This design comes from an exercise in tuning for small area and a short achievable clock period on the open sky130 flow, not from production work. The RTL was checked by simulation tests, not by an equivalence proof against the original design. Power figures rest on the tool's default switching activity, not on a simulated workload.

`flow/flow/run.sh`:
```
#!/bin/bash
# Own layout flow: the standard ORFS flow (standard.sh) with these changes:
#  - synthesis is synth_recipe.tcl with ORFS synth.tcl patched by flow/patch_synth.py:
#    the RTL's full adder module add1_fa becomes the library full adder cell, no other
#    adder extraction, modules kept apart until after ABC (synth_recipe.tcl flattens them
#    at the end), and ABC maps add1_mcpa (the multiplier's final adder) with
#    flow/abc_fast.script and the rest with flow/abc.script;
#  - ports are buffered with sky130_fd_sc_hd__buf_1.
# The registers and their names are those of the standard synthesis.
# Each tool's output goes to a log in this folder (and ORFS's own logs under orfs/logs).
set -euo pipefail
W=$PWD
python3 flow/patch_synth.py "$FLOW_HOME/scripts/synth.tcl" "$W/flow_synth_mod.tcl" > patch.log 2>&1
sed "s#source \$::env(SCRIPTS_DIR)/synth.tcl#source $W/flow_synth_mod.tcl#" synth_recipe.tcl > flow_synth.tcl
grep -q "flow_synth_mod.tcl" flow_synth.tcl
export MY_ABC_SCRIPT=$W/flow/abc.script
export MY_ABC_SCRIPT_FAST=$W/flow/abc_fast.script
export MY_FAST_MODULES=add1_mcpa
bash standard.sh SYNTH_SCRIPT=$W/flow_synth.tcl synth > flow_synth.log 2>&1
bash standard.sh SYNTH_SCRIPT=$W/flow_synth.tcl "BUFFER_PORTS_ARGS=-buffer_cell sky130_fd_sc_hd__buf_1" SKIP_INCREMENTAL_REPAIR=1 finish > flow_layout.log 2>&1
test -f out/final.def
```
`flow/flow/abc.script`:
```
strash
dch
map -D 2500
buffer -c
topo
stime -c
upsize -c
dnsize -c
```
`flow/flow/abc_fast.script`:
```
strash
dch
map -D 1500
buffer -c
topo
stime -c
upsize -c
dnsize -c
```
`flow/flow/patch_synth.py`:
```
import sys
s = open(sys.argv[1]).read()
def rep(old, new):
    global s
    assert s.count(old) == 1, old
    s = s.replace(old, new)
# the design's full adder module (add1_fa) becomes the library's full adder cell
rep("hierarchy -check -top $::env(DESIGN_NAME)\n",
    "hierarchy -check -top $::env(DESIGN_NAME)\n"
    "chtype -map add1_fa sky130_fd_sc_hd__fa_1\n"
    "hierarchy -check -top $::env(DESIGN_NAME)\n")
# keep the design's modules apart until after ABC (synth_recipe.tcl flattens at the end)
rep("  synth -flatten -run :fine {*}$synth_full_args\n", "  synth -run :fine {*}$synth_full_args\n")
# no other adder extraction
rep("  extract_fa {*}[dont_use_extract_fa_args]\n", "")
# final ABC mapping: the fast modules with one script, the rest with another
rep("  log_cmd abc {*}$abc_args\n",
    "  foreach m $::env(MY_FAST_MODULES) {\n"
    "    log_cmd abc {*}[lreplace $abc_args 1 1 $::env(MY_ABC_SCRIPT_FAST)] $m\n"
    "  }\n"
    "  log_cmd abc {*}[lreplace $abc_args 1 1 $::env(MY_ABC_SCRIPT)] $::env(DESIGN_NAME)\n")
open(sys.argv[2], 'w').write(s)
```
`flow/standard.sh`:
```
#!/bin/bash
# synth_recipe.tcl (not shown) runs the flow's synth.tcl, then flattens the netlist and writes it again
# the make line also repeats each setting of config.mk as NAME=value (left out here)
make -C /OpenROAD-flow-scripts/flow DESIGN_CONFIG=/design/flow/config.mk WORK_HOME=/design/flow/orfs CLKGATE_MAP_FILE= SYNTH_SCRIPT=/design/flow/synth_recipe.tcl "${@:-finish}"
```
`flow/config.mk`:
```
export PLATFORM = sky130hd
export DESIGN_NAME = add1
export DESIGN_NICKNAME = add1
export VERILOG_FILES = /design/flow/design.v
export SDC_FILE = /design/flow/constraint.sdc
export NUM_CORES = 4
export LEC_CHECK = 0
export CAP_MARGIN = 20
export CORE_MARGIN = 2
export CORE_UTILIZATION = 60
export PLACE_DENSITY = 0.75
export SETUP_SLACK_MARGIN = 2.0
export SLEW_MARGIN = 20
```
`flow/constraint.sdc`:
```
create_clock -name core_clock -period 8.5 [get_ports {clk}]
set_input_delay 1.7000 -clock core_clock [delete_from_list [all_inputs] [get_ports {clk}]]
set_output_delay 1.7000 -clock core_clock [all_outputs]
set_load 0.01 [all_outputs]
```
`flow/design.v`:
```
module add1(
	input clk,
	input operation,
	input [15:0] x,y,
	output [15:0] z,
	input [2:0]counter
	);
wire xs = x[15], ys = y[15];
wire [4:0] xe = x[14:10], ye = y[14:10];
wire [10:0] X = {1'b1, x[9:0]};
wire [10:0] Y = {1'b1, y[9:0]};
reg z_sign;
reg [4:0] z_exp;
reg [9:0] z_m;
assign z = {z_sign, z_exp, z_m};
wire [9:0] xm = x[9:0], ym = y[9:0];
wire ppn0_0 = ~(xm[0] & ym[0]);
wire ppn0_1 = ~(xm[0] & ym[1]);
wire ppn0_2 = ~(xm[0] & ym[2]);
wire ppn0_3 = ~(xm[0] & ym[3]);
wire ppn0_4 = ~(xm[0] & ym[4]);
wire ppn0_5 = ~(xm[0] & ym[5]);
wire ppn0_6 = ~(xm[0] & ym[6]);
wire ppn0_7 = ~(xm[0] & ym[7]);
wire ppn0_8 = ~(xm[0] & ym[8]);
wire ppn0_9 = ~(xm[0] & ym[9]);
wire ppn1_0 = ~(xm[1] & ym[0]);
wire ppn1_1 = ~(xm[1] & ym[1]);
wire ppn1_2 = ~(xm[1] & ym[2]);
wire ppn1_3 = ~(xm[1] & ym[3]);
wire ppn1_4 = ~(xm[1] & ym[4]);
wire ppn1_5 = ~(xm[1] & ym[5]);
wire ppn1_6 = ~(xm[1] & ym[6]);
wire ppn1_7 = ~(xm[1] & ym[7]);
wire ppn1_8 = ~(xm[1] & ym[8]);
wire ppn1_9 = ~(xm[1] & ym[9]);
wire ppn2_0 = ~(xm[2] & ym[0]);
wire ppn2_1 = ~(xm[2] & ym[1]);
wire ppn2_2 = ~(xm[2] & ym[2]);
wire ppn2_3 = ~(xm[2] & ym[3]);
wire ppn2_4 = ~(xm[2] & ym[4]);
wire ppn2_5 = ~(xm[2] & ym[5]);
wire ppn2_6 = ~(xm[2] & ym[6]);
wire ppn2_7 = ~(xm[2] & ym[7]);
wire ppn2_8 = ~(xm[2] & ym[8]);
wire ppn2_9 = ~(xm[2] & ym[9]);
wire ppn3_0 = ~(xm[3] & ym[0]);
wire ppn3_1 = ~(xm[3] & ym[1]);
wire ppn3_2 = ~(xm[3] & ym[2]);
wire ppn3_3 = ~(xm[3] & ym[3]);
wire ppn3_4 = ~(xm[3] & ym[4]);
wire ppn3_5 = ~(xm[3] & ym[5]);
wire ppn3_6 = ~(xm[3] & ym[6]);
wire ppn3_7 = ~(xm[3] & ym[7]);
wire ppn3_8 = ~(xm[3] & ym[8]);
wire ppn3_9 = ~(xm[3] & ym[9]);
wire ppn4_0 = ~(xm[4] & ym[0]);
wire ppn4_1 = ~(xm[4] & ym[1]);
wire ppn4_2 = ~(xm[4] & ym[2]);
wire ppn4_3 = ~(xm[4] & ym[3]);
wire ppn4_4 = ~(xm[4] & ym[4]);
wire ppn4_5 = ~(xm[4] & ym[5]);
wire ppn4_6 = ~(xm[4] & ym[6]);
wire ppn4_7 = ~(xm[4] & ym[7]);
wire ppn4_8 = ~(xm[4] & ym[8]);
wire ppn4_9 = ~(xm[4] & ym[9]);
wire ppn5_0 = ~(xm[5] & ym[0]);
wire ppn5_1 = ~(xm[5] & ym[1]);
wire ppn5_2 = ~(xm[5] & ym[2]);
wire ppn5_3 = ~(xm[5] & ym[3]);
wire ppn5_4 = ~(xm[5] & ym[4]);
wire ppn5_5 = ~(xm[5] & ym[5]);
wire ppn5_6 = ~(xm[5] & ym[6]);
wire ppn5_7 = ~(xm[5] & ym[7]);
wire ppn5_8 = ~(xm[5] & ym[8]);
wire ppn5_9 = ~(xm[5] & ym[9]);
wire ppn6_0 = ~(xm[6] & ym[0]);
wire ppn6_1 = ~(xm[6] & ym[1]);
wire ppn6_2 = ~(xm[6] & ym[2]);
wire ppn6_3 = ~(xm[6] & ym[3]);
wire ppn6_4 = ~(xm[6] & ym[4]);
wire ppn6_5 = ~(xm[6] & ym[5]);
wire ppn6_6 = ~(xm[6] & ym[6]);
wire ppn6_7 = ~(xm[6] & ym[7]);
wire ppn6_8 = ~(xm[6] & ym[8]);
wire ppn6_9 = ~(xm[6] & ym[9]);
wire ppn7_0 = ~(xm[7] & ym[0]);
wire ppn7_1 = ~(xm[7] & ym[1]);
wire ppn7_2 = ~(xm[7] & ym[2]);
wire ppn7_3 = ~(xm[7] & ym[3]);
wire ppn7_4 = ~(xm[7] & ym[4]);
wire ppn7_5 = ~(xm[7] & ym[5]);
wire ppn7_6 = ~(xm[7] & ym[6]);
wire ppn7_7 = ~(xm[7] & ym[7]);
wire ppn7_8 = ~(xm[7] & ym[8]);
wire ppn7_9 = ~(xm[7] & ym[9]);
wire ppn8_0 = ~(xm[8] & ym[0]);
wire ppn8_1 = ~(xm[8] & ym[1]);
wire ppn8_2 = ~(xm[8] & ym[2]);
wire ppn8_3 = ~(xm[8] & ym[3]);
wire ppn8_4 = ~(xm[8] & ym[4]);
wire ppn8_5 = ~(xm[8] & ym[5]);
wire ppn8_6 = ~(xm[8] & ym[6]);
wire ppn8_7 = ~(xm[8] & ym[7]);
wire ppn8_8 = ~(xm[8] & ym[8]);
wire ppn8_9 = ~(xm[8] & ym[9]);
wire ppn9_0 = ~(xm[9] & ym[0]);
wire ppn9_1 = ~(xm[9] & ym[1]);
wire ppn9_2 = ~(xm[9] & ym[2]);
wire ppn9_3 = ~(xm[9] & ym[3]);
wire ppn9_4 = ~(xm[9] & ym[4]);
wire ppn9_5 = ~(xm[9] & ym[5]);
wire ppn9_6 = ~(xm[9] & ym[6]);
wire ppn9_7 = ~(xm[9] & ym[7]);
wire ppn9_8 = ~(xm[9] & ym[8]);
wire ppn9_9 = ~(xm[9] & ym[9]);
wire [9:0] xmn = ~xm, ymn = ~ym;
wire tn1 = ~(ppn0_9 ^ ppn1_8);
wire tn2 = ppn0_9 | ppn1_8;
wire tn3, tn4;
add1_fa u_tn3 (.A(ppn1_9), .B(ppn2_8), .CIN(ppn3_7), .COUT(tn4), .SUM(tn3));
wire tn5 = ~(ppn4_6 ^ ppn5_5);
wire tn6 = ppn4_6 | ppn5_5;
wire tn7, tn8;
add1_fa u_tn7 (.A(ppn2_9), .B(ppn3_8), .CIN(ppn4_7), .COUT(tn8), .SUM(tn7));
wire tn9 = ~(ppn5_6 ^ ppn6_5);
wire tn10 = ppn5_6 | ppn6_5;
wire tn11, tn12;
add1_fa u_tn11 (.A(ppn3_9), .B(ppn4_8), .CIN(ppn5_7), .COUT(tn12), .SUM(tn11));
wire tn13 = ~(ppn0_6 ^ ppn1_5);
wire tn14 = ppn0_6 | ppn1_5;
wire tn15, tn16;
add1_fa u_tn15 (.A(ppn0_7), .B(ppn1_6), .CIN(ppn2_5), .COUT(tn16), .SUM(tn15));
wire tn17 = ~(ppn3_4 ^ ppn4_3);
wire tn18 = ppn3_4 | ppn4_3;
wire tn19, tn20;
add1_fa u_tn19 (.A(ppn0_8), .B(ppn1_7), .CIN(ppn2_6), .COUT(tn20), .SUM(tn19));
wire tn21, tn22;
add1_fa u_tn21 (.A(ppn3_5), .B(ppn4_4), .CIN(ppn5_3), .COUT(tn22), .SUM(tn21));
wire tn23 = ~(ppn6_2 ^ ppn7_1);
wire tn24 = ppn6_2 | ppn7_1;
wire tn25, tn26;
add1_fa u_tn25 (.A(ppn2_7), .B(ppn3_6), .CIN(ppn4_5), .COUT(tn26), .SUM(tn25));
wire tn27, tn28;
add1_fa u_tn27 (.A(ppn5_4), .B(ppn6_3), .CIN(ppn7_2), .COUT(tn28), .SUM(tn27));
wire tn29, tn30;
add1_fa u_tn29 (.A(ppn8_1), .B(ppn9_0), .CIN(tn1), .COUT(tn30), .SUM(tn29));
wire tn31, tn32;
add1_fa u_tn31 (.A(ppn6_4), .B(ppn7_3), .CIN(ppn8_2), .COUT(tn32), .SUM(tn31));
wire tn33, tn34;
add1_fa u_tn33 (.A(ppn9_1), .B(xmn[0]), .CIN(ymn[0]), .COUT(tn34), .SUM(tn33));
wire tn35, tn36;
add1_fa u_tn35 (.A(tn2), .B(tn3), .CIN(tn5), .COUT(tn36), .SUM(tn35));
wire tn37, tn38;
add1_fa u_tn37 (.A(ppn7_4), .B(ppn8_3), .CIN(ppn9_2), .COUT(tn38), .SUM(tn37));
wire tn39, tn40;
add1_fa u_tn39 (.A(xmn[1]), .B(ymn[1]), .CIN(tn4), .COUT(tn40), .SUM(tn39));
wire tn41, tn42;
add1_fa u_tn41 (.A(tn6), .B(tn7), .CIN(tn9), .COUT(tn42), .SUM(tn41));
wire tn43, tn44;
add1_fa u_tn43 (.A(ppn6_6), .B(ppn7_5), .CIN(ppn8_4), .COUT(tn44), .SUM(tn43));
wire tn45, tn46;
add1_fa u_tn45 (.A(ppn9_3), .B(xmn[2]), .CIN(ymn[2]), .COUT(tn46), .SUM(tn45));
wire tn47, tn48;
add1_fa u_tn47 (.A(tn8), .B(tn10), .CIN(tn11), .COUT(tn48), .SUM(tn47));
wire tn49, tn50;
add1_fa u_tn49 (.A(ppn4_9), .B(ppn5_8), .CIN(ppn6_7), .COUT(tn50), .SUM(tn49));
wire tn51, tn52;
add1_fa u_tn51 (.A(ppn7_6), .B(ppn8_5), .CIN(ppn9_4), .COUT(tn52), .SUM(tn51));
wire tn53, tn54;
add1_fa u_tn53 (.A(xmn[3]), .B(ymn[3]), .CIN(tn12), .COUT(tn54), .SUM(tn53));
wire tn55, tn56;
add1_fa u_tn55 (.A(ppn5_9), .B(ppn6_8), .CIN(ppn7_7), .COUT(tn56), .SUM(tn55));
wire tn57, tn58;
add1_fa u_tn57 (.A(ppn8_6), .B(ppn9_5), .CIN(xmn[4]), .COUT(tn58), .SUM(tn57));
wire tn59, tn60;
add1_fa u_tn59 (.A(ppn6_9), .B(ppn7_8), .CIN(ppn8_7), .COUT(tn60), .SUM(tn59));
wire tn61 = ~(ppn0_4 ^ ppn1_3);
wire tn62 = ppn0_4 | ppn1_3;
wire tn63, tn64;
add1_fa u_tn63 (.A(ppn0_5), .B(ppn1_4), .CIN(ppn2_3), .COUT(tn64), .SUM(tn63));
wire tn65 = ~(ppn3_2 ^ ppn4_1);
wire tn66 = ppn3_2 | ppn4_1;
wire tn67, tn68;
add1_fa u_tn67 (.A(ppn2_4), .B(ppn3_3), .CIN(ppn4_2), .COUT(tn68), .SUM(tn67));
wire tn69, tn70;
add1_fa u_tn69 (.A(ppn5_1), .B(ppn6_0), .CIN(tn13), .COUT(tn70), .SUM(tn69));
wire tn71, tn72;
add1_fa u_tn71 (.A(ppn5_2), .B(ppn6_1), .CIN(ppn7_0), .COUT(tn72), .SUM(tn71));
wire tn73, tn74;
add1_fa u_tn73 (.A(tn14), .B(tn15), .CIN(tn17), .COUT(tn74), .SUM(tn73));
wire tn75, tn76;
add1_fa u_tn75 (.A(ppn8_0), .B(tn16), .CIN(tn18), .COUT(tn76), .SUM(tn75));
wire tn77, tn78;
add1_fa u_tn77 (.A(tn19), .B(tn21), .CIN(tn23), .COUT(tn78), .SUM(tn77));
wire tn79, tn80;
add1_fa u_tn79 (.A(tn20), .B(tn22), .CIN(tn24), .COUT(tn80), .SUM(tn79));
wire tn81, tn82;
add1_fa u_tn81 (.A(tn25), .B(tn27), .CIN(tn29), .COUT(tn82), .SUM(tn81));
wire tn83, tn84;
add1_fa u_tn83 (.A(tn26), .B(tn28), .CIN(tn30), .COUT(tn84), .SUM(tn83));
wire tn85, tn86;
add1_fa u_tn85 (.A(tn31), .B(tn33), .CIN(tn35), .COUT(tn86), .SUM(tn85));
wire tn87, tn88;
add1_fa u_tn87 (.A(tn32), .B(tn34), .CIN(tn36), .COUT(tn88), .SUM(tn87));
wire tn89, tn90;
add1_fa u_tn89 (.A(tn37), .B(tn39), .CIN(tn41), .COUT(tn90), .SUM(tn89));
wire tn91, tn92;
add1_fa u_tn91 (.A(tn38), .B(tn40), .CIN(tn42), .COUT(tn92), .SUM(tn91));
wire tn93, tn94;
add1_fa u_tn93 (.A(tn43), .B(tn45), .CIN(tn47), .COUT(tn94), .SUM(tn93));
wire tn95, tn96;
add1_fa u_tn95 (.A(tn44), .B(tn46), .CIN(tn48), .COUT(tn96), .SUM(tn95));
wire tn97, tn98;
add1_fa u_tn97 (.A(tn49), .B(tn51), .CIN(tn53), .COUT(tn98), .SUM(tn97));
wire tn99, tn100;
add1_fa u_tn99 (.A(ymn[4]), .B(tn50), .CIN(tn52), .COUT(tn100), .SUM(tn99));
wire tn101, tn102;
add1_fa u_tn101 (.A(tn54), .B(tn55), .CIN(tn57), .COUT(tn102), .SUM(tn101));
wire tn103, tn104;
add1_fa u_tn103 (.A(ppn9_6), .B(xmn[5]), .CIN(ymn[5]), .COUT(tn104), .SUM(tn103));
wire tn105, tn106;
add1_fa u_tn105 (.A(tn56), .B(tn58), .CIN(tn59), .COUT(tn106), .SUM(tn105));
wire tn107, tn108;
add1_fa u_tn107 (.A(ppn7_9), .B(ppn8_8), .CIN(ppn9_7), .COUT(tn108), .SUM(tn107));
wire tn109, tn110;
add1_fa u_tn109 (.A(xmn[6]), .B(ymn[6]), .CIN(tn60), .COUT(tn110), .SUM(tn109));
wire tn111, tn112;
add1_fa u_tn111 (.A(ppn8_9), .B(ppn9_8), .CIN(xmn[7]), .COUT(tn112), .SUM(tn111));
wire tn113 = ~(ppn0_3 ^ ppn1_2);
wire tn114 = ppn0_3 | ppn1_2;
wire tn115, tn116;
add1_fa u_tn115 (.A(ppn2_2), .B(ppn3_1), .CIN(ppn4_0), .COUT(tn116), .SUM(tn115));
wire tn117, tn118;
add1_fa u_tn117 (.A(ppn5_0), .B(tn62), .CIN(tn63), .COUT(tn118), .SUM(tn117));
wire tn119, tn120;
add1_fa u_tn119 (.A(tn64), .B(tn66), .CIN(tn67), .COUT(tn120), .SUM(tn119));
wire tn121, tn122;
add1_fa u_tn121 (.A(tn68), .B(tn70), .CIN(tn71), .COUT(tn122), .SUM(tn121));
wire tn123, tn124;
add1_fa u_tn123 (.A(tn72), .B(tn74), .CIN(tn75), .COUT(tn124), .SUM(tn123));
wire tn125, tn126;
add1_fa u_tn125 (.A(tn76), .B(tn78), .CIN(tn79), .COUT(tn126), .SUM(tn125));
wire tn127, tn128;
add1_fa u_tn127 (.A(tn80), .B(tn82), .CIN(tn83), .COUT(tn128), .SUM(tn127));
wire tn129, tn130;
add1_fa u_tn129 (.A(tn84), .B(tn86), .CIN(tn87), .COUT(tn130), .SUM(tn129));
wire tn131, tn132;
add1_fa u_tn131 (.A(tn88), .B(tn90), .CIN(tn91), .COUT(tn132), .SUM(tn131));
wire tn133, tn134;
add1_fa u_tn133 (.A(tn92), .B(tn94), .CIN(tn95), .COUT(tn134), .SUM(tn133));
wire tn135, tn136;
add1_fa u_tn135 (.A(tn96), .B(tn98), .CIN(tn99), .COUT(tn136), .SUM(tn135));
wire tn137, tn138;
add1_fa u_tn137 (.A(tn100), .B(tn102), .CIN(tn103), .COUT(tn138), .SUM(tn137));
wire tn139, tn140;
add1_fa u_tn139 (.A(tn104), .B(tn106), .CIN(tn107), .COUT(tn140), .SUM(tn139));
wire tn141, tn142;
add1_fa u_tn141 (.A(ymn[7]), .B(tn108), .CIN(tn110), .COUT(tn142), .SUM(tn141));
wire tn143, tn144;
add1_fa u_tn143 (.A(ppn9_9), .B(xmn[8]), .CIN(ymn[8]), .COUT(tn144), .SUM(tn143));
wire tn145 = ~(ppn0_2 ^ ppn1_1);
wire tn146 = ppn0_2 | ppn1_1;
wire tn147, tn148;
add1_fa u_tn147 (.A(ppn2_1), .B(ppn3_0), .CIN(tn113), .COUT(tn148), .SUM(tn147));
wire tn149, tn150;
add1_fa u_tn149 (.A(tn61), .B(tn114), .CIN(tn115), .COUT(tn150), .SUM(tn149));
wire tn151, tn152;
add1_fa u_tn151 (.A(tn65), .B(tn116), .CIN(tn117), .COUT(tn152), .SUM(tn151));
wire tn153, tn154;
add1_fa u_tn153 (.A(tn69), .B(tn118), .CIN(tn119), .COUT(tn154), .SUM(tn153));
wire tn155, tn156;
add1_fa u_tn155 (.A(tn73), .B(tn120), .CIN(tn121), .COUT(tn156), .SUM(tn155));
wire tn157, tn158;
add1_fa u_tn157 (.A(tn77), .B(tn122), .CIN(tn123), .COUT(tn158), .SUM(tn157));
wire tn159, tn160;
add1_fa u_tn159 (.A(tn81), .B(tn124), .CIN(tn125), .COUT(tn160), .SUM(tn159));
wire tn161, tn162;
add1_fa u_tn161 (.A(tn85), .B(tn126), .CIN(tn127), .COUT(tn162), .SUM(tn161));
wire tn163, tn164;
add1_fa u_tn163 (.A(tn89), .B(tn128), .CIN(tn129), .COUT(tn164), .SUM(tn163));
wire tn165, tn166;
add1_fa u_tn165 (.A(tn93), .B(tn130), .CIN(tn131), .COUT(tn166), .SUM(tn165));
wire tn167, tn168;
add1_fa u_tn167 (.A(tn97), .B(tn132), .CIN(tn133), .COUT(tn168), .SUM(tn167));
wire tn169, tn170;
add1_fa u_tn169 (.A(tn101), .B(tn134), .CIN(tn135), .COUT(tn170), .SUM(tn169));
wire tn171, tn172;
add1_fa u_tn171 (.A(tn105), .B(tn136), .CIN(tn137), .COUT(tn172), .SUM(tn171));
wire tn173, tn174;
add1_fa u_tn173 (.A(tn109), .B(tn138), .CIN(tn139), .COUT(tn174), .SUM(tn173));
wire tn175, tn176;
add1_fa u_tn175 (.A(tn111), .B(tn140), .CIN(tn141), .COUT(tn176), .SUM(tn175));
wire tn177, tn178;
add1_fa u_tn177 (.A(tn112), .B(tn142), .CIN(tn143), .COUT(tn178), .SUM(tn177));
wire tn179, tn180;
add1_fa u_tn179 (.A(xmn[9]), .B(ymn[9]), .CIN(tn144), .COUT(tn180), .SUM(tn179));
wire [21:0] mr0n = {1'b1, tn180, tn178, tn176, tn174, tn172, tn170, tn168, tn166, tn164, tn162, tn160, tn158, tn156, tn154, tn152, tn150, tn148, tn146, ppn2_0, ppn0_1, ppn0_0};
wire [21:0] mr1n = {1'b1, 1'b0, tn179, tn177, tn175, tn173, tn171, tn169, tn167, tn165, tn163, tn161, tn159, tn157, tn155, tn153, tn151, tn149, tn147, tn145, ppn1_0, 1'b1};
wire [4:0] m_e0 = xe + ye + 5'd17;
wire [4:0] m_e1 = xe + ye + 5'd18;
wire [9:0] m_man;
wire [4:0] m_exp;
add1_mcpa u_mcpa (.mr0n(mr0n), .mr1n(mr1n), .e0(m_e0), .e1(m_e1), .m_man(m_man), .m_exp(m_exp));
wire m_zero = (x == 16'h0000) | (y == 16'h0000);
wire [5:0] dxy = {1'b0, xe} - {1'b0, ye};
wire lt = dxy[5];                           
wire gt = ~dxy[5] & (dxy[4:0] != 5'd0);     
wire [4:0] dyxm1 = ~dxy[4:0];
wire [10:0] B = lt ? Y : X;
wire [10:0] Xsh = {1'b0, X[10:1]} >> dyxm1;
wire [10:0] Ysh = Y >> dxy[4:0];
wire [10:0] S = lt ? Xsh : Ysh;
wire [4:0] ea = lt ? ye : xe;
wire sa = gt ? xs : (lt ? ys : 1'b0);
wire negB = lt ? ys : xs;
wire diff = xs ^ ys;
wire invS = diff & negB;        
wire invB = diff & ~negB;       
wire cin = diff;
wire [11:0] Sx = {1'b0, S} ^ {12{invS}};
wire [11:0] Ba = {1'b0, B} ^ {12{invB}};
wire ac_g0 = Ba[0] & Sx[0];
wire ac_p0 = Ba[0] ^ Sx[0];
wire ac_g1 = Ba[1] & Sx[1];
wire ac_p1 = Ba[1] ^ Sx[1];
wire ac_g2 = Ba[2] & Sx[2];
wire ac_p2 = Ba[2] ^ Sx[2];
wire ac_g3 = Ba[3] & Sx[3];
wire ac_p3 = Ba[3] ^ Sx[3];
wire ac_g4 = Ba[4] & Sx[4];
wire ac_p4 = Ba[4] ^ Sx[4];
wire ac_g5 = Ba[5] & Sx[5];
wire ac_p5 = Ba[5] ^ Sx[5];
wire ac_g6 = Ba[6] & Sx[6];
wire ac_p6 = Ba[6] ^ Sx[6];
wire ac_g7 = Ba[7] & Sx[7];
wire ac_p7 = Ba[7] ^ Sx[7];
wire ac_g8 = Ba[8] & Sx[8];
wire ac_p8 = Ba[8] ^ Sx[8];
wire ac_g9 = Ba[9] & Sx[9];
wire ac_p9 = Ba[9] ^ Sx[9];
wire ac_g10 = Ba[10] & Sx[10];
wire ac_p10 = Ba[10] ^ Sx[10];
wire ac_g11 = Ba[11] & Sx[11];
wire ac_p11 = Ba[11] ^ Sx[11];
wire ac_G0c = ac_g0 | (ac_p0 & cin);
wire ac_G0_1 = ac_g1 | (ac_p1 & ac_G0c);
wire ac_P0_1 = ac_p1 & ac_p0;
wire ac_G0_3 = ac_g3 | (ac_p3 & ac_g2);
wire ac_P0_3 = ac_p3 & ac_p2;
wire ac_G0_5 = ac_g5 | (ac_p5 & ac_g4);
wire ac_P0_5 = ac_p5 & ac_p4;
wire ac_G0_7 = ac_g7 | (ac_p7 & ac_g6);
wire ac_P0_7 = ac_p7 & ac_p6;
wire ac_G0_9 = ac_g9 | (ac_p9 & ac_g8);
wire ac_P0_9 = ac_p9 & ac_p8;
wire ac_G0_11 = ac_g11 | (ac_p11 & ac_g10);
wire ac_P0_11 = ac_p11 & ac_p10;
wire ac_G1_2 = ac_g2 | (ac_p2 & ac_G0_1);
wire ac_P1_2 = ac_p2 & ac_P0_1;
wire ac_G1_3 = ac_G0_3 | (ac_P0_3 & ac_G0_1);
wire ac_P1_3 = ac_P0_3 & ac_P0_1;
wire ac_G1_6 = ac_g6 | (ac_p6 & ac_G0_5);
wire ac_P1_6 = ac_p6 & ac_P0_5;
wire ac_G1_7 = ac_G0_7 | (ac_P0_7 & ac_G0_5);
wire ac_P1_7 = ac_P0_7 & ac_P0_5;
wire ac_G1_10 = ac_g10 | (ac_p10 & ac_G0_9);
wire ac_P1_10 = ac_p10 & ac_P0_9;
wire ac_G1_11 = ac_G0_11 | (ac_P0_11 & ac_G0_9);
wire ac_P1_11 = ac_P0_11 & ac_P0_9;
wire ac_G2_4 = ac_g4 | (ac_p4 & ac_G1_3);
wire ac_P2_4 = ac_p4 & ac_P1_3;
wire ac_G2_5 = ac_G0_5 | (ac_P0_5 & ac_G1_3);
wire ac_P2_5 = ac_P0_5 & ac_P1_3;
wire ac_G2_6 = ac_G1_6 | (ac_P1_6 & ac_G1_3);
wire ac_P2_6 = ac_P1_6 & ac_P1_3;
wire ac_G2_7 = ac_G1_7 | (ac_P1_7 & ac_G1_3);
wire ac_P2_7 = ac_P1_7 & ac_P1_3;
wire ac_G3_8 = ac_g8 | (ac_p8 & ac_G2_7);
wire ac_P3_8 = ac_p8 & ac_P2_7;
wire ac_G3_9 = ac_G0_9 | (ac_P0_9 & ac_G2_7);
wire ac_P3_9 = ac_P0_9 & ac_P2_7;
wire ac_G3_10 = ac_G1_10 | (ac_P1_10 & ac_G2_7);
wire ac_P3_10 = ac_P1_10 & ac_P2_7;
wire ac_G3_11 = ac_G1_11 | (ac_P1_11 & ac_G2_7);
wire ac_P3_11 = ac_P1_11 & ac_P2_7;
wire [11:0] sum = {(ac_p11 ^ ac_G3_10), (ac_p10 ^ ac_G3_9), (ac_p9 ^ ac_G3_8), (ac_p8 ^ ac_G2_7), (ac_p7 ^ ac_G2_6), (ac_p6 ^ ac_G2_5), (ac_p5 ^ ac_G2_4), (ac_p4 ^ ac_G1_3), (ac_p3 ^ ac_G1_2), (ac_p2 ^ ac_G0_1), (ac_p1 ^ ac_G0c), (ac_p0 ^ cin)};
wire Szero = lt ? (dyxm1 > 5'd9) : (dxy[4:0] > 5'd10);
wire [11:0] H = {sum[11] & ~(invB & Szero), sum[10:0]};
reg [9:0] a_man;
reg [4:0] a_exp;
reg a_keep;
always @* begin
	a_keep = 1'b0;
	a_man = H[9:0];
	a_exp = ea;
	if (H[11]) begin
		a_man = H[10:1] + {9'd0, H[0]};
		a_exp = ea + 5'd1;
	end else if (H[10]) begin
		a_man = H[9:0];
	end else if (H[9]) begin
		a_man = {H[8:0], 1'b0};
		a_exp = ea - 5'd1;
	end else if (H[8]) begin
		a_man = H[9:0];
		a_exp = ea - 5'd2;
	end else begin
		a_keep = 1'b1;
	end
	if (H == 12'd0 && !sa) begin
		a_exp = 5'd0;
		a_man = 10'd0;
		a_keep = 1'b0;
	end
end
wire a_zero = (x == 16'h0000) & (y == 16'h0000);
always @(posedge clk) begin
	if (counter == 3'd0) begin
		if (operation) begin
			z_sign <= m_zero ? 1'b0 : xs ^ ys;
			z_exp <= m_zero ? 5'd0 : m_exp;
			z_m <= m_zero ? 10'd0 : m_man;
		end else begin
			z_sign <= a_zero ? 1'b0 : sa;
			z_exp <= a_zero ? 5'd0 : a_exp;
			if (a_zero) z_m <= 10'd0;
			else if (!a_keep) z_m <= a_man;
		end
	end
end
endmodule
module add1_mcpa(input [21:0] mr0n, input [21:0] mr1n, input [4:0] e0, input [4:0] e1,
                 output [9:0] m_man, output [4:0] m_exp);
wire [21:0] mr0 = ~mr0n, mr1 = ~mr1n;
wire mc_g0 = mr0[0] & mr1[0];
wire mc_p0 = mr0[0] ^ mr1[0];
wire mc_g1 = mr0[1] & mr1[1];
wire mc_p1 = mr0[1] ^ mr1[1];
wire mc_g2 = mr0[2] & mr1[2];
wire mc_p2 = mr0[2] ^ mr1[2];
wire mc_g3 = mr0[3] & mr1[3];
wire mc_p3 = mr0[3] ^ mr1[3];
wire mc_g4 = mr0[4] & mr1[4];
wire mc_p4 = mr0[4] ^ mr1[4];
wire mc_g5 = mr0[5] & mr1[5];
wire mc_p5 = mr0[5] ^ mr1[5];
wire mc_g6 = mr0[6] & mr1[6];
wire mc_p6 = mr0[6] ^ mr1[6];
wire mc_g7 = mr0[7] & mr1[7];
wire mc_p7 = mr0[7] ^ mr1[7];
wire mc_g8 = mr0[8] & mr1[8];
wire mc_p8 = mr0[8] ^ mr1[8];
wire mc_g9 = mr0[9] & mr1[9];
wire mc_p9 = mr0[9] ^ mr1[9];
wire mc_g10 = mr0[10] & mr1[10];
wire mc_p10 = mr0[10] ^ mr1[10];
wire mc_g11 = mr0[11] & mr1[11];
wire mc_p11 = mr0[11] ^ mr1[11];
wire mc_g12 = mr0[12] & mr1[12];
wire mc_p12 = mr0[12] ^ mr1[12];
wire mc_g13 = mr0[13] & mr1[13];
wire mc_p13 = mr0[13] ^ mr1[13];
wire mc_g14 = mr0[14] & mr1[14];
wire mc_p14 = mr0[14] ^ mr1[14];
wire mc_g15 = mr0[15] & mr1[15];
wire mc_p15 = mr0[15] ^ mr1[15];
wire mc_g16 = mr0[16] & mr1[16];
wire mc_p16 = mr0[16] ^ mr1[16];
wire mc_g17 = mr0[17] & mr1[17];
wire mc_p17 = mr0[17] ^ mr1[17];
wire mc_g18 = mr0[18] & mr1[18];
wire mc_p18 = mr0[18] ^ mr1[18];
wire mc_g19 = mr0[19] & mr1[19];
wire mc_p19 = mr0[19] ^ mr1[19];
wire mc_g20 = mr0[20] & mr1[20];
wire mc_p20 = mr0[20] ^ mr1[20];
wire mc_g21 = mr0[21] & mr1[21];
wire mc_p21 = mr0[21] ^ mr1[21];
wire mc_G0_1 = mc_g1 | (mc_p1 & mc_g0);
wire mc_P0_1 = mc_p1 & mc_p0;
wire mc_G0_3 = mc_g3 | (mc_p3 & mc_g2);
wire mc_P0_3 = mc_p3 & mc_p2;
wire mc_G0_5 = mc_g5 | (mc_p5 & mc_g4);
wire mc_P0_5 = mc_p5 & mc_p4;
wire mc_G0_7 = mc_g7 | (mc_p7 & mc_g6);
wire mc_P0_7 = mc_p7 & mc_p6;
wire mc_G0_9 = mc_g9 | (mc_p9 & mc_g8);
wire mc_P0_9 = mc_p9 & mc_p8;
wire mc_G0_11 = mc_g11 | (mc_p11 & mc_g10);
wire mc_P0_11 = mc_p11 & mc_p10;
wire mc_G0_13 = mc_g13 | (mc_p13 & mc_g12);
wire mc_P0_13 = mc_p13 & mc_p12;
wire mc_G0_15 = mc_g15 | (mc_p15 & mc_g14);
wire mc_P0_15 = mc_p15 & mc_p14;
wire mc_G0_17 = mc_g17 | (mc_p17 & mc_g16);
wire mc_P0_17 = mc_p17 & mc_p16;
wire mc_G0_19 = mc_g19 | (mc_p19 & mc_g18);
wire mc_P0_19 = mc_p19 & mc_p18;
wire mc_G0_21 = mc_g21 | (mc_p21 & mc_g20);
wire mc_P0_21 = mc_p21 & mc_p20;
wire mc_G1_2 = mc_g2 | (mc_p2 & mc_G0_1);
wire mc_P1_2 = mc_p2 & mc_P0_1;
wire mc_G1_3 = mc_G0_3 | (mc_P0_3 & mc_G0_1);
wire mc_P1_3 = mc_P0_3 & mc_P0_1;
wire mc_G1_6 = mc_g6 | (mc_p6 & mc_G0_5);
wire mc_P1_6 = mc_p6 & mc_P0_5;
wire mc_G1_7 = mc_G0_7 | (mc_P0_7 & mc_G0_5);
wire mc_P1_7 = mc_P0_7 & mc_P0_5;
wire mc_G1_10 = mc_g10 | (mc_p10 & mc_G0_9);
wire mc_P1_10 = mc_p10 & mc_P0_9;
wire mc_G1_11 = mc_G0_11 | (mc_P0_11 & mc_G0_9);
wire mc_P1_11 = mc_P0_11 & mc_P0_9;
wire mc_G1_14 = mc_g14 | (mc_p14 & mc_G0_13);
wire mc_P1_14 = mc_p14 & mc_P0_13;
wire mc_G1_15 = mc_G0_15 | (mc_P0_15 & mc_G0_13);
wire mc_P1_15 = mc_P0_15 & mc_P0_13;
wire mc_G1_18 = mc_g18 | (mc_p18 & mc_G0_17);
wire mc_P1_18 = mc_p18 & mc_P0_17;
wire mc_G1_19 = mc_G0_19 | (mc_P0_19 & mc_G0_17);
wire mc_P1_19 = mc_P0_19 & mc_P0_17;
wire mc_G2_4 = mc_g4 | (mc_p4 & mc_G1_3);
wire mc_P2_4 = mc_p4 & mc_P1_3;
wire mc_G2_5 = mc_G0_5 | (mc_P0_5 & mc_G1_3);
wire mc_P2_5 = mc_P0_5 & mc_P1_3;
wire mc_G2_6 = mc_G1_6 | (mc_P1_6 & mc_G1_3);
wire mc_P2_6 = mc_P1_6 & mc_P1_3;
wire mc_G2_7 = mc_G1_7 | (mc_P1_7 & mc_G1_3);
wire mc_P2_7 = mc_P1_7 & mc_P1_3;
wire mc_G2_12 = mc_g12 | (mc_p12 & mc_G1_11);
wire mc_P2_12 = mc_p12 & mc_P1_11;
wire mc_G2_13 = mc_G0_13 | (mc_P0_13 & mc_G1_11);
wire mc_P2_13 = mc_P0_13 & mc_P1_11;
wire mc_G2_14 = mc_G1_14 | (mc_P1_14 & mc_G1_11);
wire mc_P2_14 = mc_P1_14 & mc_P1_11;
wire mc_G2_15 = mc_G1_15 | (mc_P1_15 & mc_G1_11);
wire mc_P2_15 = mc_P1_15 & mc_P1_11;
wire mc_G2_20 = mc_g20 | (mc_p20 & mc_G1_19);
wire mc_P2_20 = mc_p20 & mc_P1_19;
wire mc_G2_21 = mc_G0_21 | (mc_P0_21 & mc_G1_19);
wire mc_P2_21 = mc_P0_21 & mc_P1_19;
wire mc_G3_8 = mc_g8 | (mc_p8 & mc_G2_7);
wire mc_P3_8 = mc_p8 & mc_P2_7;
wire mc_G3_9 = mc_G0_9 | (mc_P0_9 & mc_G2_7);
wire mc_P3_9 = mc_P0_9 & mc_P2_7;
wire mc_G3_10 = mc_G1_10 | (mc_P1_10 & mc_G2_7);
wire mc_P3_10 = mc_P1_10 & mc_P2_7;
wire mc_G3_11 = mc_G1_11 | (mc_P1_11 & mc_G2_7);
wire mc_P3_11 = mc_P1_11 & mc_P2_7;
wire mc_G3_12 = mc_G2_12 | (mc_P2_12 & mc_G2_7);
wire mc_P3_12 = mc_P2_12 & mc_P2_7;
wire mc_G3_13 = mc_G2_13 | (mc_P2_13 & mc_G2_7);
wire mc_P3_13 = mc_P2_13 & mc_P2_7;
wire mc_G3_14 = mc_G2_14 | (mc_P2_14 & mc_G2_7);
wire mc_P3_14 = mc_P2_14 & mc_P2_7;
wire mc_G3_15 = mc_G2_15 | (mc_P2_15 & mc_G2_7);
wire mc_P3_15 = mc_P2_15 & mc_P2_7;
wire mc_G4_16 = mc_g16 | (mc_p16 & mc_G3_15);
wire mc_P4_16 = mc_p16 & mc_P3_15;
wire mc_G4_17 = mc_G0_17 | (mc_P0_17 & mc_G3_15);
wire mc_P4_17 = mc_P0_17 & mc_P3_15;
wire mc_G4_18 = mc_G1_18 | (mc_P1_18 & mc_G3_15);
wire mc_P4_18 = mc_P1_18 & mc_P3_15;
wire mc_G4_19 = mc_G1_19 | (mc_P1_19 & mc_G3_15);
wire mc_P4_19 = mc_P1_19 & mc_P3_15;
wire mc_G4_20 = mc_G2_20 | (mc_P2_20 & mc_G3_15);
wire mc_P4_20 = mc_P2_20 & mc_P3_15;
wire mc_G4_21 = mc_G2_21 | (mc_P2_21 & mc_G3_15);
wire mc_P4_21 = mc_P2_21 & mc_P3_15;
wire [21:0] P = {(mc_p21 ^ mc_G4_20), (mc_p20 ^ mc_G4_19), (mc_p19 ^ mc_G4_18), (mc_p18 ^ mc_G4_17), (mc_p17 ^ mc_G4_16), (mc_p16 ^ mc_G3_15), (mc_p15 ^ mc_G3_14), (mc_p14 ^ mc_G3_13), (mc_p13 ^ mc_G3_12), (mc_p12 ^ mc_G3_11), (mc_p11 ^ mc_G3_10), (mc_p10 ^ mc_G3_9), (mc_p9 ^ mc_G3_8), (mc_p8 ^ mc_G2_7), (mc_p7 ^ mc_G2_6), (mc_p6 ^ mc_G2_5), (mc_p5 ^ mc_G2_4), (mc_p4 ^ mc_G1_3), (mc_p3 ^ mc_G1_2), (mc_p2 ^ mc_G0_1), (mc_p1 ^ mc_g0), (mc_p0 ^ 1'b0)};
wire mh = P[21];
assign m_man = mh ? P[20:11] : P[19:10];
assign m_exp = mh ? e1 : e0;
endmodule
module add1_fa(input A, input B, input CIN, output COUT, output SUM);
assign SUM = A ^ B ^ CIN;
assign COUT = (A & B) | (A & CIN) | (B & CIN);
endmodule
```
==> metrics.csv, run 1 <==
metric,value,unit
WS Path Type,in2reg,
CP Capture Type,flop,
P per Cell Area,254.3,nW/um^2
Finished Core Util,0.6400,
via/cell ratio,6.002,
Die Y,111.7,um
clock root buffer,clkbuf_16,
drt pass-1 iters,5,
Sw Ratio,0.5919,
CTS tree,yes,
die area,12480,um^2
Core Box Area,11370,um^2
Post-synth ARST share,0,
Hold EP,z_m[4],
nets@finish,1179,
critical-path cell list,"buf_2, nand2_1, fa_1, fa_1, fa_1, fa_1, fa_1, and2_2, nor3_1, nand2_1, o31ai_4, nand3_2, and2_4, xor2_4, o21ai_0, a32o_1",
Max Slew Vio Count,0,
Congestion Overflow GR,0,
post-synthesis sequential area ratio,0.06902,
Final TNS setup,0,ns
final worst-path cycle share,0.7611,
hold path start,operation,
CTS Buf Count,3,
critical path peak fanout,13,
Port Buffer Count,52,
Mapped Avg Cell Area,6.694,um^2
final antenna-violating net count,0,
number of synthesized flops with an enable pin,16,
post-layout min period,6.469,ns
Post-route DRC,0,
number of fillers in the final layout,1116,
design area,7277,um^2
Synth Cell Area,6962,um^2
GRT Resource Usage Total,0.3436,
first-pass GRT wire length,34.80,mm
1st-iter DRT viols,708,
post-cts hold buffer count,0,
initial antenna violation count,0,
Pint,0.0007552,W
clk sinks,16,
hold path cells,2,
Worst-path clk slew,0.05,ns
Post-synth top flop,edfxtp_1,
Critical Path AT,6.46,ns
# rows,39,
Sequential Power Share,0.066,
Ant. Diodes,0,
most frequent cells in the layout,"332 x nand2_1, 88 x inv_1, 80 x nor2_1, 80 x fa_1, 57 x o21ai_0",
"Cell Area, Placed",7117,um^2
Rel. slew slack,0.4841,
Synth Register Bits,16,
CP max-delay cell,fa_1,
Post-Syn Instances,1040,
Hold Slack,1.888,ns
Starting Density,0.6123,
drt wl/cell,17.42,um
num ports,53,
Worst VDD drop,0.0003178,V
vias in the first global route,7124,
leakage power,3.117,nW
delay of the slowest critical-path stage,0.60,ns
largest net degree at the start of global routing,35,
Worst path most repeated cell,fa_1,
area grow syn2layout,4.529,%
Hold Path Class,in2reg,
MaxCap Viol Count,0,
f_max,0.1546,GHz
endpoints failing hold,0,
Startpoint Class,primary input,
worst-case clock buffer depth,2,
Slew @ Worst Pin,0.7738,ns
Netlist cell types,76,
Ys Warns,1,
Post-Place Setup Slack,1.360,ns
CP required,8.49,ns
final setup margin,2.031,ns
CTS resizes,16,
Post-CTS Setup Bufs,3,
Sw Pwr,0.001096,W
Comb pwr share,0.887,
placed wire-length estimate,17.11,mm
Clock power frac,0.047,
share of layout cells above drive strength 1,0.09528,
status,"complete, no violations",
setup violators final,0,
"commonest non-fill, non-tap cell in the layout",nand2_1,
H-tree Lvls,1,
final wirelength,20.96,mm
Via Count,7220,
die width,111.7,um
gpl congestion,1.008,
[flip-flops by register name, summed over array words and instances (netlist names)]
signal  count
z_exp       5
z_m        10
z_sign      1
[worst max-delay path, delay by kind of cell]
family / cells / cell delay [ns]
adder cells (fa/ha/maj): 5 / 2.44
buffers and inverters: 1 / 0.25
XOR/XNOR: 1 / 0.31
AND/OR/NAND/NOR: 6 / 1.06
AO/OA/AOI/OAI: 3 / 0.69
[per-layer routing]
layer	vias up	track usage	routed length, um	share of wire
met2	295	0.6230	10340	0.49
met1	3372	0.4167	8149	0.39
met3	71	0.04736	1497	0.071
li1	3482	-	-	-
met5	-	0	0	0
met4	0	0.1226	971	0.046
[stage by stage]
stage	instances	total power [W]
6_report	1203	0.001851
2_1_floorplan	1043	0.001346
4_1_cts	1203	0.001832
3_5_place_dp	1197	0.001694
5_1_grt	1203	0.002055
3_3_place_gp	1197	0.001670
[final cells by class]
type                       count  area, um^2  area share
multi-input combinational    885        5907      0.8117
sequential                    16       480.5     0.06602
inverter                      98       367.9     0.05055
timing repair buffer          58       267.8     0.03680
tap                          143       178.9     0.02459
clock buffer                   3       75.07     0.01032
[power groups by stage]
| stage | clock [W] | combinational, W | sequential (W) |
|---|---|---|---|
| 6_report | 0.0000877 | 0.00164 | 0.000122 |
| 5_1_grt | 0.0000916 | 0.00184 | 0.000123 |
| 4_1_cts | 0.0000879 | 0.00162 | 0.000122 |
| 3_5_place_dp | 0 | 0.00157 | 0.000124 |
| 3_3_place_gp | 0 | 0.00155 | 0.000123 |
| 2_1_floorplan | 0 | 0.00122 | 0.000130 |
[cells by family (layout without fill, tap and decap cells)]
family	count (synthesis)	after routing	share of synthesized area
xor gates and xnor gates	38	38	0.05266
other	2	5	0.001079
buffers and inverters	142	159	0.08950
adders and majority gates	80	80	0.2301
AOI/OAI and AO/OA	209	209	0.2011
muxes	2	2	0.002876
DFF	16	16	0.06901
and+or+nand+nor	551	551	0.3537
[modules after synthesis (local to each module, per instance)]
module / cell area, um^2 / flops+latches / copies in the design
add1: 6070 / 16 / 1
add1_mcpa: 892.1 / 0 / 1
[synth_stat cells (16+ instances only)]
library cell / number / area share
edfxtp_1: 16 / 0.069
clkbuf_1: 21 / 0.011
xor2_1: 23 / 0.029
o21ai_1: 30 / 0.022
nor2_1: 81 / 0.044
nand4_1: 27 / 0.024
nand3_1: 36 / 0.026
o21ai_0: 57 / 0.041
nand2_1: 332 / 0.18
fa_1: 80 / 0.23
inv_1: 88 / 0.047
a21oi_1: 36 / 0.026
[how the worst max path moves through the flow]
stage / from / end / slack (ns) / depth (start not counted)
global placement: x[10] / z_m[6] / 1.44 / 21
finish: y[9] / z_m[3] / 2.03 / 16
CTS: y[9] / z_m[3] / 2.05 / 16
floorplan: x[1] / z_m[7] / 2.07 / 19
global route: x[11] / z_m[3] / 1.61 / 23
detailed placement: x[2] / z_m[5] / 1.36 / 19
==> inputs of run 2 (changes only) <==
==> flow/flow/abc.script (replaced) <==
strash
dch
map -D 3000
buffer -c
topo
stime -c
upsize -c
dnsize -c
==> run 2 against run 1 <==
Compared with the run above: die area shrank 7.1%; critical path depth grew 4; final cell count down 6.0%; core utilization up 1.1 points; non-clock buffer count fell by 2; synthesized cell count is 6.4% lower; worst hold slack got worse by 0.043 ns; maximum frequency is 1.9% lower; clock power down 35%; sequential share of layout area rose by 0.52 points.
==> metrics.csv, run 2 <==
metric,value,unit
max FFs per register,10,
Slew @ Worst Pin,0.8963,ns
Ys Warns,1,
final wirelength,19.14,mm
H-tree Lvls,1,
most common cell in the netlist,nand2_1,
Hold Path Class,in2reg,
CP Capture Type,flop,
Worst-path clk slew,0.06,ns
Simple-Gate Fraction of Synth Area,0.3218,
Yosys top cell by area,fa_1,
Rel. slew slack,0.3979,
main area contributors after synthesis,"fa_1 25%, nand2_1 18%, edfxtp_1 7.4%",
top layer in use,met4,
first-pass GRT wire length,31.72,mm
delay of the slowest critical-path stage,0.59,ns
CTS Buf Count,3,
status,"complete, no violations",
Netlist cell types,64,
vias in the first global route,6414,
multiplexer area fraction after synthesis,0.001552,
clk sinks,16,
Post-synth top flop,edfxtp_1,
post-cts hold buffer count,0,
area grow syn2layout,4.597,%
design area,6748,um^2
Post-CTS Setup Bufs,2,
"Cell Area, Placed",6648,um^2
hold path start,counter[0],
Synth Cell Area,6451,um^2
Core Box Area,10370,um^2
drt pass-1 iters,6,
setup violators final,0,
leakage power,2.914,nW
placed wire-length estimate,15.47,mm
DRT met1 WL,7.446,mm
CTS resizes,19,
CP max-delay cell,fa_1,
Hold Slack,1.845,ns
1st-iter DRT viols,643,
P per Cell Area,259.1,nW/um^2
CTS tree,yes,
Worst path most repeated cell,fa_1,
sequential cell area,480.5,um^2
"Buf+Inv Stages, Crit Path",2,
critical-path cell list,"buf_2, nand2_1, fa_1, fa_1, fa_1, fa_1, fa_1, nor2_1, inv_1, nand2_1, nor2_1, nand3_1, nor2_1, a311oi_2, o31ai_4, nand3_2, and2_4, xor2_4, o21ai_0, a32o_1",
Worst VDD drop,0.0003458,V
Finished Core Util,0.6507,
largest registers,"z_m (10), z_exp (5), z_sign (1)",
Via Count,6720,
initial antenna violation count,1,
final worst-path cycle share,0.7758,
Mapped Avg Cell Area,6.630,um^2
Post-Synth XOR/XNOR Area,0.07021,
Startpoint Class,primary input,
number of fillers in the final layout,994,
die area,11600,um^2
Adder-Cell Fraction of Synth Area,0.2483,
MaxCap Viol Count,0,
GRT Resource Usage Total,0.3503,
Post-route DRC,0,
Port Buffer Count,52,
drt wl/cell,16.92,um
# rows,37,
final antenna-violating net count,0,
f_max,0.1516,GHz
crit path from,x[2],
post-synthesis sequential area ratio,0.07448,
nets@finish,1113,
largest family of logic cells by synthesized area,simple AND/OR/NAND/NOR gates,
num ports,53,
clock root buffer,clkbuf_8,
gpl congestion,0.9499,
Post-synth ARST share,0,
crit-path leading delay family,adder cells,
Multi-input gate area,5395,um^2
die width,107.7,um
Congestion Overflow GR,0,
critical path peak fanout,14,
commonest cells in the netlist,"305 x nand2_1, 97 x inv_1, 80 x fa_1",
Reg with most FFs,z_m,
Post-Syn Instances,973,
post-layout min period,6.594,ns
Synth top area share,0.2483,
number of synthesized flops with an enable pin,16,
largest net degree at the start of global routing,40,
share of layout cells above drive strength 1,0.08451,
via/cell ratio,5.942,
endpoints failing hold,0,
Die Y,107.7,um
Synth Register Bits,16,
WL met3,1.564,mm
Final TNS setup,0,ns
worst-case clock buffer depth,2,
most frequent cells in the layout,"303 x nand2_1, 97 x inv_1, 80 x fa_1",
met2 routed WL,9.126,mm
Starting Density,0.6221,
"commonest non-fill, non-tap cell in the layout",nand2_1,
Max Slew Vio Count,0,
WS Path Type,in2reg,
Compound-Gate Fraction of Synth Area,0.1866,
CP required,8.51,ns
Critical Path AT,6.60,ns
-- run 2: cell count changes after synthesis, sizes merged, moves of 4 or more --
cell,before,now
nand4,28,19
nand3,43,28
buf,23,18
nand2,348,313
nor2,91,84
xor2,26,30
and2,12,7
xnor2,12,17
a22oi,5,1
inv,97,109
-- run 2: cells by family after synthesis --
logic type | count (synthesis)
compound gates | 195
xor+xnor | 47
fa+ha+maj | 80
simple gates | 481
other cells | 2
buf+inv | 151
flops | 16
mux | 1
-- run 2: layout make-up --
cell class,count,share of cell area
inverters,110,0.06138
repair buffers,56,0.03616
well taps,136,0.02522
flip-flops and latches,16,0.07120
multi-input cells,809,0.7996
diodes,1,0.0003709
clock buffers,3,0.006119
-- run 2: through the flow --
| stage | cells | setup WS (ns) | total power, W |
|---|---|---|---|
| floorplan | 976 | 2.033 | 0.001341 |
| global placement | 1125 | 1.265 | 0.001636 |
| detailed placement | 1125 | 1.198 | 0.001653 |
| CTS | 1130 | 1.926 | 0.001733 |
| global route | 1131 | 1.436 | 0.001972 |
| finish | 1131 | 1.906 | 0.001748 |
-- run 2: worst paths after layout --
kind | endpoint | slack (ns) | cells past startpoint
worst max-delay path | z_m[7] | 1.91 | 20
worst min-delay path | z_exp[3] | 1.84 | 2
-- run 2: per-module statistics from Yosys (local to each module, per instance) --
module | cells | flip-flops and latches | area, um^2
add1_mcpa | 174 | 0 | 892.1
add1 | 799 | 16 | 5559
-- run 2: power breakdown --
group	internal, W	switching (W)	leakage [nW]
clock	0.0000314	0.0000253	0.0216
combinational	0.000564	0.00100	2.75
sequential	0.000121	0.00000358	0.143
-- run 2: layer usage --
metal	up-vias	track usage
li1	3211	-
met1	3115	0.4398
met2	321	0.6069
met3	73	0.04056
met4	0	0.1520
met5	-	0
==> inputs of run 3 (changes only) <==
==> flow/flow/abc.script (replaced) <==
strash
dch
map -D 3500
buffer -c
topo
stime -c
upsize -c
dnsize -c
--- a/flow/config.mk
+++ b/flow/config.mk
@@ -7,7 +7,7 @@
 export LEC_CHECK = 0
 export CAP_MARGIN = 20
 export CORE_MARGIN = 2
-export CORE_UTILIZATION = 60
-export PLACE_DENSITY = 0.75
+export CORE_UTILIZATION = 65
+export PLACE_DENSITY = 0.8
 export SETUP_SLACK_MARGIN = 2.0
 export SLEW_MARGIN = 20
==> run 3 against run 2 <==
Compared with the run above: core utilization up 4.8 points; critical path depth up 8; largest cell class unchanged; final cell count down 1.5%; setup slack better by 0.018 ns; die area down 6.7%; cell area up 0.70%; worst hold slack better by 0.056 ns; combinational power up 4%.
==> metrics.csv, run 3 <==
metric,value,unit
H-tree Lvls,1,
Critical Path AT,6.49,ns
Rel. slew slack,0.4629,
"commonest non-fill, non-tap cell in the layout",nand2_1,
Post-CTS Setup Bufs,2,
P per Cell Area,267.1,nW/um^2
top layer in use,met4,
final worst-path cycle share,0.7737,
number of synthesized flops with an enable pin,16,
Netlist cell types,62,
largest net degree at the start of global routing,39,
drt wl/cell,16.37,um
Post-synth ARST share,0,
critical path peak fanout,20,
WL met3,1.475,mm
CP Capture Type,flop,
most frequent cells in the layout,"258 x nand2_1, 101 x inv_1, 81 x nor2_1",
GRT Resource Usage Total,0.3497,
leakage power,2.888,nW
Ys Warns,1,
clk sinks,16,
area grow syn2layout,4.442,%
Reg with most FFs,z_m,
Synth Cell Area,6506,um^2
main area contributors after synthesis,"fa_1 25%, nand2_1 15%, edfxtp_1 7.4%",
Worst-path clk slew,0.06,ns
Max Slew Vio Count,0,
CTS Buf Count,3,
die width,104.0,um
Core Box Area,9729,um^2
Final TNS setup,0,ns
number of fillers in the final layout,889,
final wirelength,18.24,mm
WS Path Type,in2reg,
Yosys top cell by area,fa_1,
via/cell ratio,5.922,
post-layout min period,6.576,ns
CTS resizes,21,
placed wire-length estimate,14.58,mm
share of layout cells above drive strength 1,0.1019,
Die Y,104.0,um
Startpoint Class,primary input,
Finished Core Util,0.6984,
crit path from,y[11],
status,"complete, no violations",
DRT met1 WL,7.238,mm
1st-iter DRT viols,566,
Via Count,6597,
Post-synth top flop,edfxtp_1,
Mapped Avg Cell Area,6.791,um^2
Synth Register Bits,16,
most common cell in the netlist,nand2_1,
f_max,0.1521,GHz
setup violators final,0,
gpl congestion,1.000,
MaxCap Viol Count,0,
final antenna-violating net count,0,
endpoints failing hold,0,
post-synthesis sequential area ratio,0.07385,
Port Buffer Count,52,
max FFs per register,10,
"Power, Total",0.001815,W
drt pass-1 iters,7,
initial antenna violation count,0,
vias in the first global route,6307,
met2 routed WL,8.801,mm
commonest cells in the netlist,"259 x nand2_1, 101 x inv_1, 82 x nor2_1",
first-pass GRT wire length,30.90,mm
Post-route DRC,0,
post-cts hold buffer count,0,
nets@finish,1100,
Congestion Overflow GR,0,
Slew @ Worst Pin,0.8056,ns
Hold Path Class,in2reg,
# rows,36,
clock root buffer,clkbuf_8,
largest registers,"z_m (10), z_exp (5), z_sign (1)",
Synth top area share,0.2462,
CTS tree,yes,
Worst VDD drop,0.0003225,V
Starting Density,0.6687,
num ports,53,
CP required,8.41,ns
worst-case clock buffer depth,2,
Ant. Diodes,0,
Post-Syn Instances,958,
hold path start,counter[2],
die area,10830,um^2
[run 3: final cells by class]
cell class | instances | area, um^2 | share of cell area
Timing Repair Buffer | 59 | 272.8 | 0.04014
Clock buffer | 3 | 41.29 | 0.006076
Sequential cell | 16 | 480.5 | 0.07071
Multi-Input combinational cell | 786 | 5395 | 0.7940
Tap cell | 133 | 166.4 | 0.02449
Inverter | 117 | 439.2 | 0.06463
[run 3: cells by family after synthesis]
family / Yosys count / synth area share
muxes: 1 / 0.001539
adders and majority gates: 80 / 0.2462
xor gates and xnor gates: 52 / 0.07750
AOI/OAI and AO/OA: 199 / 0.1862
other: 2 / 0.001154
DFF: 16 / 0.07385
and+or+nand+nor: 449 / 0.3087
buffers and inverters: 159 / 0.1050
[run 3: routing by layer]
metal / track usage / vias to the layer above
li1: - / 3147
met1: 0.4587 / 3022
met2: 0.5945 / 372
met3: 0.02945 / 56
met4: 0.1515 / 0
met5: 0 / -
[run 3: per-module statistics from Yosys, one instance, submodules excluded]
module     copies in the design  area [um^2]  flops+latches  cells inside
add1                          1         5614             16           784
add1_mcpa                     1        892.1              0           174
[run 3: where the power goes]
group	internal [W]	total [W]	switching (W)
combinational	0.000589	0.00164	0.00105
sequential	0.000121	0.000124	0.00000295
clock	0.0000314	0.0000543	0.0000229
total	0.000741	0.00182	0.00107
[run 3: worst paths after layout]
kind | end | slack, ns | depth (start not counted)
max | z_m[4] | 1.92 | 28
min | z_exp[0] | 1.90 | 3
[run 3: through the flow]
step	std cells	setup slack, ns	instance area [um^2]	hold WS (ns)
after floorplan	961	2.051	6518	1.977
after detailed placement	1109	1.305	6675	2.137
after global routing	1114	1.376	6795	1.911
after global placement	1109	1.317	6675	2.138
after CTS	1114	2.022	6795	1.897
final	1114	1.924	6795	1.901
[run 3: worst max-delay path: stages]
cell,delay (ns)
buf_1,0.22
inv_1,0.11
nand2_2,0.10
nand2_2,0.11
inv_2,0.09
nand2_4,0.05
nand2_1,0.08
nand2_1,0.05
nand2_1,0.58
inv_1,0.25
a21oi_1,0.18
o21ai_0,0.10
nand3_1,0.09
nand2_1,0.06
xnor2_1,0.15
inv_1,0.07
or2_0,0.21
a21boi_1,0.16
o21ai_2,0.25
a21oi_4,0.11
o21ai_2,0.21
nand3_1,0.12
and3_1,0.19
nor2_4,0.18
inv_2,0.10
nor4_4,0.43
a21boi_4,0.17
a21boi_4,0.35
==> inputs of run 4 (changes only) <==
--- a/flow/flow/run.sh
+++ b/flow/flow/run.sh
@@ -5,9 +5,7 @@
 #    adder extraction, modules kept apart until after ABC (synth_recipe.tcl flattens them
 #    at the end), and ABC maps add1_mcpa (the multiplier's final adder) with
 #    flow/abc_fast.script and the rest with flow/abc.script;
-#  - ports are buffered with sky130_fd_sc_hd__buf_1.
-# The registers and their names are those of the standard synthesis.
-# Each tool's output goes to a log in this folder (and ORFS's own logs under orfs/logs).
+#  - ports are buffered with sky130_fd_sc_hd__buf_1;
 set -euo pipefail
 W=$PWD
 python3 flow/patch_synth.py "$FLOW_HOME/scripts/synth.tcl" "$W/flow_synth_mod.tcl" > patch.log 2>&1
==> flow/flow/abc.script (replaced) <==
strash
dch
map -D 3000
buffer -c
topo
stime -c
upsize -c
dnsize -c
--- a/flow/config.mk
+++ b/flow/config.mk
@@ -7,7 +7,7 @@
 export LEC_CHECK = 0
 export CAP_MARGIN = 20
 export CORE_MARGIN = 2
-export CORE_UTILIZATION = 65
-export PLACE_DENSITY = 0.8
+export CORE_UTILIZATION = 55
+export PLACE_DENSITY = 0.7
 export SETUP_SLACK_MARGIN = 2.0
 export SLEW_MARGIN = 20
==> run 4 against run 3 <==
Compared with the run above: flip-flop and latch count did not move; setup slack improved by 0.022 ns; synthesized cell count rose by 1.6%; via count rose by 0.35%; still clean; maximum frequency rose by 0.34%.
==> metrics.csv, run 4 <==
metric,value,unit
status,"complete, no violations",
met2 routed WL,9.624,mm
Synth top area share,0.2483,
Starting Density,0.5650,
Port Buffer Count,52,
final wirelength,19.28,mm
Via Count,6620,
Finished Core Util,0.6012,
Sw Pwr,0.001041,W
first-pass GRT wire length,32.25,mm
gpl congestion,0.9735,
clock root buffer,clkbuf_16,
initial antenna violation count,0,
post-cts hold buffer count,0,
DRT met1 WL,7.990,mm
CTS resizes,16,
Startpoint Class,primary input,
number of synthesized flops with an enable pin,16,
GRT Resource Usage Total,0.3161,
"commonest non-fill, non-tap cell in the layout",nand2_1,
Reg with most FFs,z_m,
Worst VDD drop,0.0002913,V
Synth Cell Area,6451,um^2
final antenna-violating net count,0,
final worst-path cycle share,0.7711,
Congestion Overflow GR,0,
die width,112.3,um
largest registers,"z_m (10), z_exp (5), z_sign (1)",
nets@finish,1120,
Core Box Area,11420,um^2
max FFs per register,10,
Mapped Avg Cell Area,6.630,um^2
final setup margin,1.946,ns
Post-Place Setup Slack,1.191,ns
num ports,53,
commonest cells in the netlist,"305 x nand2_1, 97 x inv_1, 80 x fa_1",
Sw Ratio,0.5770,
WS Path Type,in2reg,
Final TNS setup,0,ns
via/cell ratio,5.782,
H-tree Lvls,1,
P per Cell Area,262.8,nW/um^2
Post-Syn Instances,973,
drt wl/cell,16.84,um
Die Y,112.3,um
Post-route DRC,0,
Worst-path clk slew,0.05,ns
clk sinks,16,
main area contributors after synthesis,"fa_1 25%, nand2_1 18%, edfxtp_1 7.4%",
Post-synth ARST share,0,
# rows,39,
die area,12610,um^2
MaxCap Viol Count,0,
vias in the first global route,6453,
area grow syn2layout,6.420,%
critical path peak fanout,12,
largest net degree at the start of global routing,40,
WL met3,1.085,mm
Pint,0.0007630,W
Yosys top cell by area,fa_1,
Ys Warns,1,
most frequent cells in the layout,"304 x nand2_1, 97 x inv_1, 80 x fa_1",
CP Capture Type,flop,
Sequential Power Share,0.069,
1st-iter DRT viols,589,
Critical Path AT,6.54,ns
most common cell in the netlist,nand2_1,
Post-synth top flop,edfxtp_1,
Hold Path Class,in2reg,
post-layout min period,6.554,ns
Max Slew Vio Count,0,
Comb pwr share,0.881,
post-synthesis sequential area ratio,0.07448,
Netlist cell types,64,
worst-case clock buffer depth,2,
placed wire-length estimate,15.49,mm
CP required,8.48,ns
drt pass-1 iters,8,
CTS tree,yes,
leakage power,2.956,nW
Synth Register Bits,16,
Ant. Diodes,0,
endpoints failing hold,0,
Rel. slew slack,0.3900,
share of layout cells above drive strength 1,0.08583,
CTS Buf Count,3,
setup violators final,0,
top layer in use,met4,
f_max,0.1526,GHz
Clock power frac,0.050,
Slew @ Worst Pin,0.9081,ns
"Power, Total",0.001804,W
Post-CTS Setup Bufs,4,
## run 4: cells by family (layout without fill, tap and decap cells)
logic type / Yosys count / after routing / synth area share
compound gates: 195 / 195 / 0.1866
xor+xnor: 47 / 48 / 0.07021
fa+ha+maj: 80 / 80 / 0.2483
buf+inv: 151 / 176 / 0.09600
flops: 16 / 16 / 0.07448
mux: 1 / 1 / 0.001552
other cells: 2 / 5 / 0.001164
simple gates: 481 / 481 / 0.3218
## run 4: worst paths after layout
path / startpoint / endpoint / cells past startpoint
worst min-delay path: counter[0] / z_exp[2] / 2
worst max-delay path: x[1] / z_m[2] / 20
## run 4: through the flow
step                area (um^2)  hold slack (ns)  instances
finish                     6865            1.865       1145
global route               6865            1.881       1145
CTS                        6865            1.863       1145
detailed placement         6686            2.113       1136
global placement           6686            2.100       1136
floorplan                  6471            1.911        976
## run 4: worst max-delay path, stage by stage
cell	delay [ns]
buf_2	0.21
nand2_1	0.12
fa_1	0.59
fa_1	0.45
fa_1	0.41
fa_1	0.50
fa_1	0.57
and2_2	0.18
nor2_2	0.05
a221oi_2	0.31
nor2_1	0.09
a311oi_2	0.28
o31ai_4	0.16
nand3_2	0.08
and2_4	0.22
xor2_4	0.24
buf_4	0.17
o21ai_0	0.09
nand2_1	0.07
o21ai_1	0.06
## run 4: modules after synthesis, one instance, submodules excluded
module     times used  area, um^2  flip-flops and latches  cells inside
add1                1        5559                      16           799
add1_mcpa           1       892.1                       0           174
## run 4: cell type report
class                   count  area, um^2
well taps                 143       178.9
inverters                 110       412.9
multi-input cells         810        5411
fillers                  1123        4553
repair buffers             62       302.8
flip-flops and latches     16       480.5
clock buffers               3       75.07
clock inverters             1       3.754
## run 4: power by group through the flow
stage / Combinational (W) / Sequential (W) / Clock [W]
6_report: 0.00159 / 0.000124 / 0.0000901
5_1_grt: 0.00180 / 0.000125 / 0.0000948
4_1_cts: 0.00157 / 0.000124 / 0.0000915
3_5_place_dp: 0.00153 / 0.000125 / 0
3_3_place_gp: 0.00152 / 0.000126 / 0
2_1_floorplan: 0.00121 / 0.000132 / 0
## run 4: layer usage
metal / up-vias / GRT usage
li1: 3215 / -
met5: - / 0
met1: 3084 / 0.4145
met4: 0 / 0.07967
met3: 52 / 0.02268
met2: 269 / 0.5699

what the ideal ports hide:
No port has a modelled driver above. Below, the same layouts with a new extraction and two added sets of constraints.
Step 1 sets driving cells, clkbuf_16 on the clock port and buf_2 on the other inputs (assumed; they add their load-dependent delay and slew).
Step 2, shift: input delay + t, output delay - t, t = (earliest + latest rising clock arrival at the registers) / 2. This alone moves slack from input paths to output paths.
Three values: ideal ports, drivers, drivers and shift; two values: the first two.
run | t, ns | slack for setup (ns) | worst hold slack (ns) | clock arrival spread, ns
run 1 | 0.267 | 2.031 / 2.030 / 1.764 | 1.888 / 1.889 / 2.155 | 0.003 / 0.003
run 2 | 0.270 | 1.906 / 1.906 / 1.636 | 1.845 / 1.848 / 2.118 | 0.005 / 0.004
run 3 | 0.268 | 1.924 / 1.926 / 1.658 | 1.901 / 1.904 / 2.153 | 0.003 / 0.002
run 4 | 0.268 | 1.946 / 1.946 / 1.678 | 1.865 / 1.863 / 2.131 | 0.001 / 0.002
After both steps setup and hold are still met in every run listed. For run 2, which loses most, drivers alone change the setup slack by 0.000 ns; drivers and shift together by -0.270 ns.
